What follows belongs to an exercise in optimizing a design on an open flow for small area; a production flow would make more cautious choices.
Function was checked by simulation only, so behaviour that the tests miss may differ from the original.
No activity file was given, so power comes from the tool's default toggle rates.

// PongGame
module PongGame
(
	input CLOCK_50,
	input [3:0] KEY,
	input [9:0] SW,
	output logic VGA_BLANK_N,
	output logic VGA_SYNC_N,
	output logic VGA_HS,
	output logic VGA_VS,
	output logic [7:0] VGA_R,
	output logic [7:0] VGA_G,
	output logic [7:0] VGA_B
);
For scale: about 850 cells after synthesis, about 0.0069 sq mm of cells after synthesis.
Settings: LEC_CHECK=0, CAP_MARGIN=20, CORE_MARGIN=2, CORE_UTILIZATION=60, CTS_BUF_LIST=sky130_fd_sc_hd__clkbuf_8, SLEW_MARGIN=20; clock period 20.0 ns.
standard.sh (not shown) runs the stock make flow with config.mk's settings and CLKGATE_MAP_FILE= SYNTH_SCRIPT=/design/flow/synth_recipe.tcl, a recipe that flattens the netlist after the stock synthesis.
==> flow/flow/run.sh <==
#!/bin/bash
# The standard layout (standard.sh) with these area changes:
#  * after the standard synthesis, its combinational logic is mapped again
#    with an area-oriented ABC script (flip-flops and full adders kept as
#    they are, with their names); the result is checked for equivalence
#    with the standard netlist, and the standard netlist is used if that
#    check fails,
#  * port buffers made from the smallest buffer cell,
#  * after the floorplan, every logic cell left upsized is put back to its
#    smallest drive strength (repair_design fixes any slew or capacitance
#    violation this causes later on),
#  * no dummy loads in the clock tree, built from clkbuf_8.
set -e
FLOWDIR=$(cd "$(dirname "$0")" && pwd)
YOSYS=yosys
[ -x "$FLOW_HOME/../tools/install/yosys/bin/yosys" ] && YOSYS="$FLOW_HOME/../tools/install/yosys/bin/yosys"
LIB="$FLOW_HOME/platforms/sky130hd/lib/sky130_fd_sc_hd__tt_025C_1v80.lib"
export BUFFER_PORTS_ARGS="-buffer_cell sky130_fd_sc_hd__buf_1"
export POST_FLOORPLAN_TCL="$FLOWDIR/downsize.tcl"
export CTS_ARGS="-sink_clustering_enable -repair_clock_nets -buf_list sky130_fd_sc_hd__clkbuf_8 -dont_use_dummy_load"

bash standard.sh synth > synth.log 2>&1

R=orfs/results/sky130hd/PongGame/base
cp $R/1_2_yosys.v $R/1_2_yosys_standard.v
sed "s#LIBFILE#$LIB#g; s#NETIN#$R/1_2_yosys_standard.v#; s#NETOUT#$R/1_2_yosys_remap.v#" "$FLOWDIR/remap.ys" > remap_run.ys
sed "s#LIBFILE#$LIB#g; s#NETSTD#$R/1_2_yosys_standard.v#; s#NETNEW#$R/1_2_yosys_remap.v#" "$FLOWDIR/equiv.ys" > equiv_run.ys
if "$YOSYS" -s remap_run.ys > remap.log 2>&1 && "$YOSYS" -s equiv_run.ys > equiv.log 2>&1; then
  echo "remapped netlist used" > remap_status.txt
  cp $R/1_2_yosys_remap.v $R/1_2_yosys.v
  rm -f $R/1_synth.odb $R/1_synth.sdc
else
  echo "remap failed; standard netlist used" > remap_status.txt
fi

bash standard.sh > standard.log 2>&1
Other scripts of this flow, unchanged in this note and not shown: flow/flow/downsize.tcl, flow/flow/equiv.ys, flow/flow/remap.ys
The first run completed with no timing, DRC or antenna violations.
Change:
--- a/flow/flow/run.sh
+++ b/flow/flow/run.sh
@@ -19,3 +19,3 @@
 export POST_FLOORPLAN_TCL="$FLOWDIR/downsize.tcl"
-export CTS_ARGS="-sink_clustering_enable -repair_clock_nets -buf_list sky130_fd_sc_hd__clkbuf_8 -dont_use_dummy_load"
+export CTS_ARGS="-sink_clustering_enable -repair_clock_nets -buf_list {sky130_fd_sc_hd__clkbuf_4 sky130_fd_sc_hd__clkbuf_8} -dont_use_dummy_load -sink_clustering_size 12 -sink_clustering_max_diameter 60"
 
The new run ran to the end with no violations.
Power is unchanged.
Sequential power stays flat.
Sequential share of layout area stays the same.
Global-route usage stays the same.
Synthesized cell count stays the same.
Worst setup slack does not change.
Clock power stays flat.
Fmax does not change.
Synthesized area is unchanged.
Die area does not change.
First-iteration DRC count is unchanged.
Change:
--- a/flow/flow/run.sh
+++ b/flow/flow/run.sh
@@ -19,3 +19,3 @@
 export POST_FLOORPLAN_TCL="$FLOWDIR/downsize.tcl"
-export CTS_ARGS="-sink_clustering_enable -repair_clock_nets -buf_list {sky130_fd_sc_hd__clkbuf_4 sky130_fd_sc_hd__clkbuf_8} -dont_use_dummy_load -sink_clustering_size 12 -sink_clustering_max_diameter 60"
+export CTS_ARGS="-sink_clustering_enable -repair_clock_nets -buf_list sky130_fd_sc_hd__clkbuf_8 -dont_use_dummy_load"
 
Settings changed: GPL_TIMING_DRIVEN from default to 0.
- The changed run passed the timing, design-rule and antenna checks
- cell area went up by 0.56%
- clock power stays flat
- core utilization rises by 0.36 points
- maximum frequency falls by 3.8%
- worst setup slack degrades by 0.45 ns
- combinational power stays flat
- flip-flop and latch count does not change
- clock skew is about the same
- die area is unchanged
- synthesized cell count does not change
- wire length climbs by 1.3%

========
run A:
Another version of the RTL of PongGame (not shown whole).
Size in the first run: about 940 cells after synthesis, roughly 100 flip-flops, about 43 I/O pins, roughly 8200 sq um of cells after synthesis.
// PongGame
module PongGame
(
	input CLOCK_50,
	input [3:0] KEY,
	input [9:0] SW,
	output logic VGA_BLANK_N,
	output logic VGA_SYNC_N,
	output logic VGA_HS,
	output logic VGA_VS,
	output logic [7:0] VGA_R,
	output logic [7:0] VGA_G,
	output logic [7:0] VGA_B
);
	function automatic [16:0] add(input [16:0] a, input [16:0] b, input ci);
		logic c;
		c = ci;
		for (int i = 0; i < 17; i++) begin
			add[i] = a[i] ^ b[i] ^ c;
			c = (a[i] & b[i]) | (c & (a[i] ^ b[i]));
		end
	endfunction
	function automatic lt(input [16:0] a, input [16:0] b);
		logic c;
		c = 1'b0;
		for (int i = 0; i < 17; i++)
			c = (~a[i] & b[i]) | (~(a[i] ^ b[i]) & c);
		lt = c;
	endfunction
	function automatic inr(input [16:0] a, input [16:0] lo, input [16:0] hi);
		inr = ~lt(a, lo) & ~lt(hi, a);
	endfunction
	wire rst = SW[9];
	logic [10:0] h;
	logic [9:0]  v;
	wire hEnd = h[10] & h[4];                        
	wire vEnd = v[9] & v[7] & v[4] & v[3] & v[1];    
	always_ff @(posedge CLOCK_50) begin
		h <= (rst | hEnd) ? 11'd0 : 11'(add(17'(h), 17'd0, 1'b1));
  ...
clock: 20.0 ns
lec_check: 0
cap_margin: 20
core_margin: 2
core_utilization: 60
cts_buf_list: sky130_fd_sc_hd__clkbuf_8
slew_margin: 20
==> flow/flow/run.sh <==
#!/bin/bash
# Standard layout, with the port buffers made from the smallest buffer cell.
set -e
cp standard.sh standard_copy.txt
export BUFFER_PORTS_ARGS="-buffer_cell sky130_fd_sc_hd__buf_1"
bash standard.sh > standard.log 2>&1
Every stage of the flow completed for run A, and the final layout passed the timing, design-rule and antenna checks.
Setup changes, run A to run B
Settings: changing CORE_UTILIZATION from 60 to 40; removing CTS_BUF_LIST (formerly sky130_fd_sc_hd__clkbuf_8).
==> flow/run.sh (new file) <==
#!/bin/bash
# synth_recipe.tcl (not shown) runs the flow's synth.tcl, then flattens the netlist and writes it again
# the make line also repeats each setting of config.mk as NAME=value (left out here)
make -C /OpenROAD-flow-scripts/flow DESIGN_CONFIG=/design/flow/config.mk WORK_HOME=/design/flow/orfs CLKGATE_MAP_FILE= SYNTH_SCRIPT=/design/flow/synth_recipe.tcl finish
removed: flow/flow/run.sh
removed: flow/standard.sh
--- outcome ---
Run B reached the end of the flow, and the finished layout is clean on the timing, design-rule and antenna checks. Worst hold slack was higher in run A than in run B. After detailed routing, run A needs more wire than run B. Looking at overall power consumption, run B sits 16% above run A. Run B vs run A, core utilization went down by 20 points. Run B reports a higher cell area than run A does. Of run A and run B, run A shows the lower number of clock buffers in the layout, with run B above it. Run B reports a higher reported leakage power than run A does. Summary of run B over run A: routed wire length on met3 dropped 50%, max-slew headroom at the worst pin dropped 5.4 points, area growth from synthesis to layout climbed 5.5 points, count of fill cells added during filler insertion climbed 837.
Input-level comparison between run C and run B:
Settings: CTS_CLUSTER_SIZE now 30, previously not set; CORE_UTILIZATION now 60, was 40; CTS_CLUSTER_DIAMETER now 200, previously not set.
==> notes.md <==
- The wire length of run C is higher than that of run B.
- Comparing run B and run C, the higher final core area utilization was measured on run C.
- Between run B and run C, clock network power consumption increased.
- As of run C, cell count along the critical path had risen by a few percent compared to run B.
- Number of rows created at floorplan: run C vs run B down 19%
- Cells: run C has fewer instances than run B
> inputs changed (run C -> run D)
Settings: CTS_BUF_LIST: unset -> sky130_fd_sc_hd__clkbuf_8; CTS_CLUSTER_SIZE: 30 -> unset; CTS_CLUSTER_DIAMETER: 200 -> unset.
--- outcome ---
Compared run C against run D; maximum clock frequency within noise. The lower sequential share of layout area came out of run C. The period utilization of run D and that of run C are within noise of each other. Run D vs. run C: count of clock-buffer cells in the layout went down; number of cells on the worst hold path did not really move. Run D ended with every stage complete and zero timing, DRC or antenna violations. Clock network fraction of total power down 6.2 points in run D wrt run C.

========
== build 95 ==
Another version of the RTL of PongGame (not shown whole).
For scale: about 920 cells after synthesis, roughly 100 flip-flops, roughly 43 I/O pins.
clock: 20.0 ns
lec_check: 0
cap_margin: 20
core_margin: 2
core_utilization: 60
cts_buf_list: sky130_fd_sc_hd__clkbuf_8
slew_margin: 20
==> flow/flow/run.sh <==
#!/bin/bash
# The standard layout (standard.sh) with three area changes:
#  * port buffers made from the smallest buffer cell,
#  * after the floorplan, every logic cell that synthesis upsized is put
#    back to its smallest drive strength (repair_design fixes any slew or
#    capacitance violation this causes later on),
#  * no dummy loads in the clock tree.
set -e
FLOWDIR=$(cd "$(dirname "$0")" && pwd)
export BUFFER_PORTS_ARGS="-buffer_cell sky130_fd_sc_hd__buf_1"
export POST_FLOORPLAN_TCL="$FLOWDIR/downsize.tcl"
export CTS_ARGS="-sink_clustering_enable -repair_clock_nets -buf_list sky130_fd_sc_hd__clkbuf_16 -dont_use_dummy_load -sink_clustering_size 50 -sink_clustering_max_diameter 200"
bash standard.sh > standard.log 2>&1
==> flow/flow/downsize.tcl <==
# Put every combinational cell at its smallest drive strength.
set db [ord::get_db]
set block [ord::get_db_block]
set count 0
foreach inst [$block getInsts] {
  set master [$inst getMaster]
  set name [$master getName]
  if { ![regexp {^(sky130_fd_sc_hd__[a-z0-9]+)_([0-9]+)$} $name -> base size] } { continue }
  if { [regexp {df|dl|conb|tap|fill|decap|clk} $base] } { continue }
  set best ""
  set best_area [expr {[$master getWidth] * [$master getHeight]}]
  foreach s {0 1 2} {
    if { $s >= $size } { continue }
    set cand [$db findMaster "${base}_$s"]
    if { $cand == "NULL" } { continue }
    set a [expr {[$cand getWidth] * [$cand getHeight]}]
    if { $a < $best_area } { set best_area $a; set best "${base}_$s" }
  }
  if { $best != "" } {
    replace_cell [$inst getName] $best
    incr count
  }
}
puts "downsize.tcl: resized $count cells"
Build 95 ended with every stage complete and zero timing, DRC or antenna violations.
### build 95 -> build 12
diff --git a/flow/flow/run.sh b/flow/flow/run.sh
--- a/flow/flow/run.sh
+++ b/flow/flow/run.sh
@@ -11,3 +11,3 @@
 export POST_FLOORPLAN_TCL="$FLOWDIR/downsize.tcl"
-export CTS_ARGS="-sink_clustering_enable -repair_clock_nets -buf_list sky130_fd_sc_hd__clkbuf_16 -dont_use_dummy_load -sink_clustering_size 50 -sink_clustering_max_diameter 200"
+export CTS_ARGS="-sink_clustering_enable -repair_clock_nets -buf_list sky130_fd_sc_hd__clkbuf_8 -dont_use_dummy_load -sink_clustering_size 30 -sink_clustering_max_diameter 150"
 bash standard.sh > standard.log 2>&1
--- outcome ---
- Worst-case vdd ir drop, build 95 and build 12: higher on build 95
- [compare] base=build 95 new=build 12: signal arrival time at the worst endpoint saw an increase; combinational power share saw an increase.
- Final clock period utilization by the worst path delta (build 12 -> build 95): insignificant
Input-level comparison between build 23 and build 12:
diff --git a/flow/flow/run.sh b/flow/flow/run.sh
--- a/flow/flow/run.sh
+++ b/flow/flow/run.sh
@@ -11,3 +11,3 @@
 export POST_FLOORPLAN_TCL="$FLOWDIR/downsize.tcl"
-export CTS_ARGS="-sink_clustering_enable -repair_clock_nets -buf_list sky130_fd_sc_hd__clkbuf_8 -dont_use_dummy_load -sink_clustering_size 30 -sink_clustering_max_diameter 150"
+export CTS_ARGS="-sink_clustering_enable -repair_clock_nets -buf_list sky130_fd_sc_hd__clkbuf_8 -dont_use_dummy_load"
 bash standard.sh > standard.log 2>&1
## What came out
Comparing build 23 against build 12, there is no change at all in non-clock buffer instance count of the final layout. Build 23 against build 12: wire length stayed essentially flat; depth of the CTS H-tree has remained practically unchanged; clock network area share flat; horizontal die dimension was more or less identical. Area growth from synthesis to final layout: build 12 vs build 23 identical. Re share of flip-flops with an asynchronous set or reset: no difference whatsoever between build 23 and build 12. Reported for build 12 and build 23, global routing usage summed across all routing layers turned out identical to the last digit. Re met3 routing resource usage after global routing: no difference whatsoever between build 23 and build 12.

========
run 1:
RTL: one of the versions met above, not the one the previous note started from.
For scale: ~850 cells after synthesis, ~43 I/O pins.
export LEC_CHECK = 0
export CAP_MARGIN = 20
export CORE_MARGIN = 2
export CORE_UTILIZATION = 60
export CTS_BUF_LIST = sky130_fd_sc_hd__clkbuf_8
export SLEW_MARGIN = 20
create_clock -name core_clock -period 20.0 [get_ports {CLOCK_50}]
==> flow/flow/run.sh <==
#!/bin/bash
# The standard layout (standard.sh) with these area changes:
#  * after the standard synthesis, its combinational logic is mapped again
#    with an area-oriented ABC script (flip-flops and full adders kept as
#    they are, with their names); the result is checked for equivalence
#    with the standard netlist, and the standard netlist is used if that
#    check fails,
#  * port buffers made from the smallest buffer cell,
#  * after the floorplan, every logic cell left upsized is put back to its
#    smallest drive strength (repair_design fixes any slew or capacitance
#    violation this causes later on),
#  * no dummy loads in the clock tree, built from clkbuf_8.
set -e
FLOWDIR=$(cd "$(dirname "$0")" && pwd)
YOSYS=yosys
[ -x "$FLOW_HOME/../tools/install/yosys/bin/yosys" ] && YOSYS="$FLOW_HOME/../tools/install/yosys/bin/yosys"
LIB="$FLOW_HOME/platforms/sky130hd/lib/sky130_fd_sc_hd__tt_025C_1v80.lib"
export BUFFER_PORTS_ARGS="-buffer_cell sky130_fd_sc_hd__buf_1"
export POST_FLOORPLAN_TCL="$FLOWDIR/downsize.tcl"
export CTS_ARGS="-repair_clock_nets -buf_list sky130_fd_sc_hd__clkbuf_8 -dont_use_dummy_load"

bash standard.sh synth > synth.log 2>&1

R=orfs/results/sky130hd/PongGame/base
cp $R/1_2_yosys.v $R/1_2_yosys_standard.v
sed "s#LIBFILE#$LIB#g; s#NETIN#$R/1_2_yosys_standard.v#; s#NETOUT#$R/1_2_yosys_remap.v#" "$FLOWDIR/remap.ys" > remap_run.ys
sed "s#LIBFILE#$LIB#g; s#NETSTD#$R/1_2_yosys_standard.v#; s#NETNEW#$R/1_2_yosys_remap.v#" "$FLOWDIR/equiv.ys" > equiv_run.ys
if "$YOSYS" -s remap_run.ys > remap.log 2>&1 && "$YOSYS" -s equiv_run.ys > equiv.log 2>&1; then
  echo "remapped netlist used" > remap_status.txt
  cp $R/1_2_yosys_remap.v $R/1_2_yosys.v
  rm -f $R/1_synth.odb $R/1_synth.sdc
else
  echo "remap failed; standard netlist used" > remap_status.txt
fi

bash standard.sh > standard.log 2>&1
==> flow/flow/remap.ys <==
# Re-map the combinational logic of the standard synthesis for area.
# The flip-flops (and full adders) are kept as they are, with their names.
read_liberty -ignore_miss_func LIBFILE
read_verilog NETIN
hierarchy -top PongGame
setattr -mod -set keep_hierarchy 1 sky130_fd_sc_hd__dfxtp_1 sky130_fd_sc_hd__fa_1 sky130_fd_sc_hd__conb_1
flatten
opt_clean
abc -liberty LIBFILE -dont_use sky130_fd_sc_hd__lpflow_* -dont_use sky130_fd_sc_hd__probe* -script +strash;ifraig;dc2;dc2;&get,-n;&dch,-f;&nf,-a,-R,1000;&put;strash;dc2;&get,-n;&dch,-f;&nf,-a,-R,1000;&put;dnsize
opt_clean
setundef -zero
splitnets
opt_clean -purge
hilomap -singleton -hicell sky130_fd_sc_hd__conb_1 HI -locell sky130_fd_sc_hd__conb_1 LO
insbuf -buf sky130_fd_sc_hd__buf_1 A X
opt_clean -purge
stat -liberty LIBFILE
select -module PongGame
write_verilog -noattr -nohex -nodec -selected NETOUT
Scripts as last shown in full above: flow/flow/downsize.tcl
Other scripts of this flow, unchanged in this note and not shown: flow/flow/equiv.ys
Inputs modified between run 1 and run 2:
- a change of CAP_MARGIN from 20 to 0
- a change of SLEW_MARGIN from 20 to 0
--- a/flow/flow/run.sh
+++ b/flow/flow/run.sh
@@ -20 +20 @@
-export CTS_ARGS="-repair_clock_nets -buf_list sky130_fd_sc_hd__clkbuf_8 -dont_use_dummy_load"
+export CTS_ARGS="-sink_clustering_enable -repair_clock_nets -buf_list sky130_fd_sc_hd__clkbuf_8 -dont_use_dummy_load"
[summary]
Peak clock frequency supported by timing: run 1 vs run 2 identical
Maximum net fanout on the critical path: run 1 vs run 2 identical
Reported for run 2 and run 1, number of antenna violations at the first check in global routing turned out identical to the last digit.
From run 1 to run 2, average wire per cell in the routed design did not move at all.
#### Input delta (run 3 over run 2)
- SLEW_MARGIN now 20, was 0
- CAP_MARGIN now 20, was 0
--- a/flow/flow/run.sh
+++ b/flow/flow/run.sh
@@ -4,4 +4,3 @@
-#    with an area-oriented ABC script (flip-flops and full adders kept as
-#    they are, with their names); the result is checked for equivalence
-#    with the standard netlist, and the standard netlist is used if that
-#    check fails,
+#    with area-oriented ABC scripts (flip-flops and full adders kept as they
+#    are, with their names); the smallest result that is proven equivalent
+#    to the standard netlist is used (the standard netlist if none is),
@@ -26,5 +25,23 @@
-sed "s#LIBFILE#$LIB#g; s#NETIN#$R/1_2_yosys_standard.v#; s#NETOUT#$R/1_2_yosys_remap.v#" "$FLOWDIR/remap.ys" > remap_run.ys
-sed "s#LIBFILE#$LIB#g; s#NETSTD#$R/1_2_yosys_standard.v#; s#NETNEW#$R/1_2_yosys_remap.v#" "$FLOWDIR/equiv.ys" > equiv_run.ys
-if "$YOSYS" -s remap_run.ys > remap.log 2>&1 && "$YOSYS" -s equiv_run.ys > equiv.log 2>&1; then
-  echo "remapped netlist used" > remap_status.txt
-  cp $R/1_2_yosys_remap.v $R/1_2_yosys.v
+
+M='&get,-n;&dch,-f;&nf,-a,-R,1000;&put'
+SCRIPTS=(
+  "strash;ifraig;dc2;dc2;$M;strash;dc2;$M;dnsize"
+  "strash;&get,-n;&deepsyn,-T,90;&put;$M;strash;dc2;$M;dnsize"
+)
+best=""
+best_area=""
+for i in "${!SCRIPTS[@]}"; do
+  out=$R/1_2_yosys_remap$i.v
+  sed "s#LIBFILE#$LIB#g; s#NETIN#$R/1_2_yosys_standard.v#; s#NETOUT#$out#; s#ABCSCRIPT#${SCRIPTS[$i]//&/\\&}#" "$FLOWDIR/remap.ys" > remap_run$i.ys
+  sed "s#LIBFILE#$LIB#g; s#NETSTD#$R/1_2_yosys_standard.v#; s#NETNEW#$out#" "$FLOWDIR/equiv.ys" > equiv_run$i.ys
+  if "$YOSYS" -s remap_run$i.ys > remap$i.log 2>&1 && "$YOSYS" -s equiv_run$i.ys > equiv$i.log 2>&1; then
+    area=$(grep "Chip area for top module" remap$i.log | tail -1 | awk '{print $NF}')
+    echo "script $i: area $area, proven equivalent" >> remap_status.txt
+    if [ -z "$best" ] || awk "BEGIN{exit !($area < $best_area)}"; then best=$out; best_area=$area; fi
+  else
+    echo "script $i: failed or not proven" >> remap_status.txt
+  fi
+done
+if [ -n "$best" ]; then
+  echo "using $best" >> remap_status.txt
+  cp $best $R/1_2_yosys.v
@@ -33 +50 @@
-  echo "remap failed; standard netlist used" > remap_status.txt
+  echo "using the standard netlist" >> remap_status.txt
--- a/flow/flow/remap.ys
+++ b/flow/flow/remap.ys
@@ -9 +9 @@
-abc -liberty LIBFILE -dont_use sky130_fd_sc_hd__lpflow_* -dont_use sky130_fd_sc_hd__probe* -script +strash;ifraig;dc2;dc2;&get,-n;&dch,-f;&nf,-a,-R,1000;&put;strash;dc2;&get,-n;&dch,-f;&nf,-a,-R,1000;&put;dnsize
+abc -liberty LIBFILE -dont_use sky130_fd_sc_hd__lpflow_* -dont_use sky130_fd_sc_hd__probe* -script +ABCSCRIPT
==> notes.md <==
- Re die outline area: run 2 was higher than run 3.
- In the metrics for run 2 and run 3, the one carrying the higher number of standard cells after synthesis is run 2.
- In run 3 relative to run 2, power had gone up slightly.

-- port drivers added, routing unchanged --
Ports are ideal in the flow. The routed layouts listed here were re-timed in OpenROAD. Step 1 assumes that a clkbuf_16 drives the clock port and a buf_2 every other input. Step 2 moves the port delays by t, midway between the first and last clock arrival at a register: inputs arrive t later, outputs are due t later. That takes back most of the time a late clock gives input paths. Slacks: ideal / step 1 / step 2; pairs: ideal / step 1.
run | t (ns) | setup WS [ns] | hold WS [ns] | clock arrival spread, ns
the first run of note 1 | 0.420 | 8.550 / 8.550 / 8.550 | 0.494 / 0.494 / 0.494 | 0.027 / 0.028
the second run of note 1 | 0.420 | 8.550 / 8.550 / 8.550 | 0.494 / 0.494 / 0.494 | 0.027 / 0.028
the third run of note 1 | 0.428 | 8.101 / 8.101 / 8.101 | 0.497 / 0.497 / 0.497 | 0.030 / 0.030
run A | 0.422 | 7.911 / 7.911 / 7.911 | 0.463 / 0.463 / 0.463 | 0.014 / 0.014
run B | 0.400 | 7.876 / 7.876 / 7.876 | 0.460 / 0.460 / 0.460 | 0.011 / 0.011
run C | 0.398 | 7.837 / 7.837 / 7.837 | 0.457 / 0.457 / 0.457 | 0.017 / 0.017
run D | 0.436 | 7.822 / 7.822 / 7.822 | 0.465 / 0.465 / 0.465 | 0.025 / 0.024
build 95 | 0.389 | 7.545 / 7.545 / 7.545 | 0.471 / 0.471 / 0.471 | 0.014 / 0.015
build 12 | 0.412 | 7.526 / 7.526 / 7.526 | 0.477 / 0.477 / 0.477 | 0.023 / 0.023
build 23 | 0.412 | 7.526 / 7.526 / 7.526 | 0.477 / 0.477 / 0.477 | 0.023 / 0.023
run 1 | 0.420 | 8.550 / 8.550 / 8.550 | 0.494 / 0.494 / 0.494 | 0.027 / 0.028
run 2 | 0.420 | 8.550 / 8.550 / 8.550 | 0.494 / 0.494 / 0.494 | 0.027 / 0.028
run 3 | 0.417 | 7.998 / 7.998 / 7.998 | 0.451 / 0.451 / 0.451 | 0.027 / 0.027
After both steps every run listed still meets setup and hold.
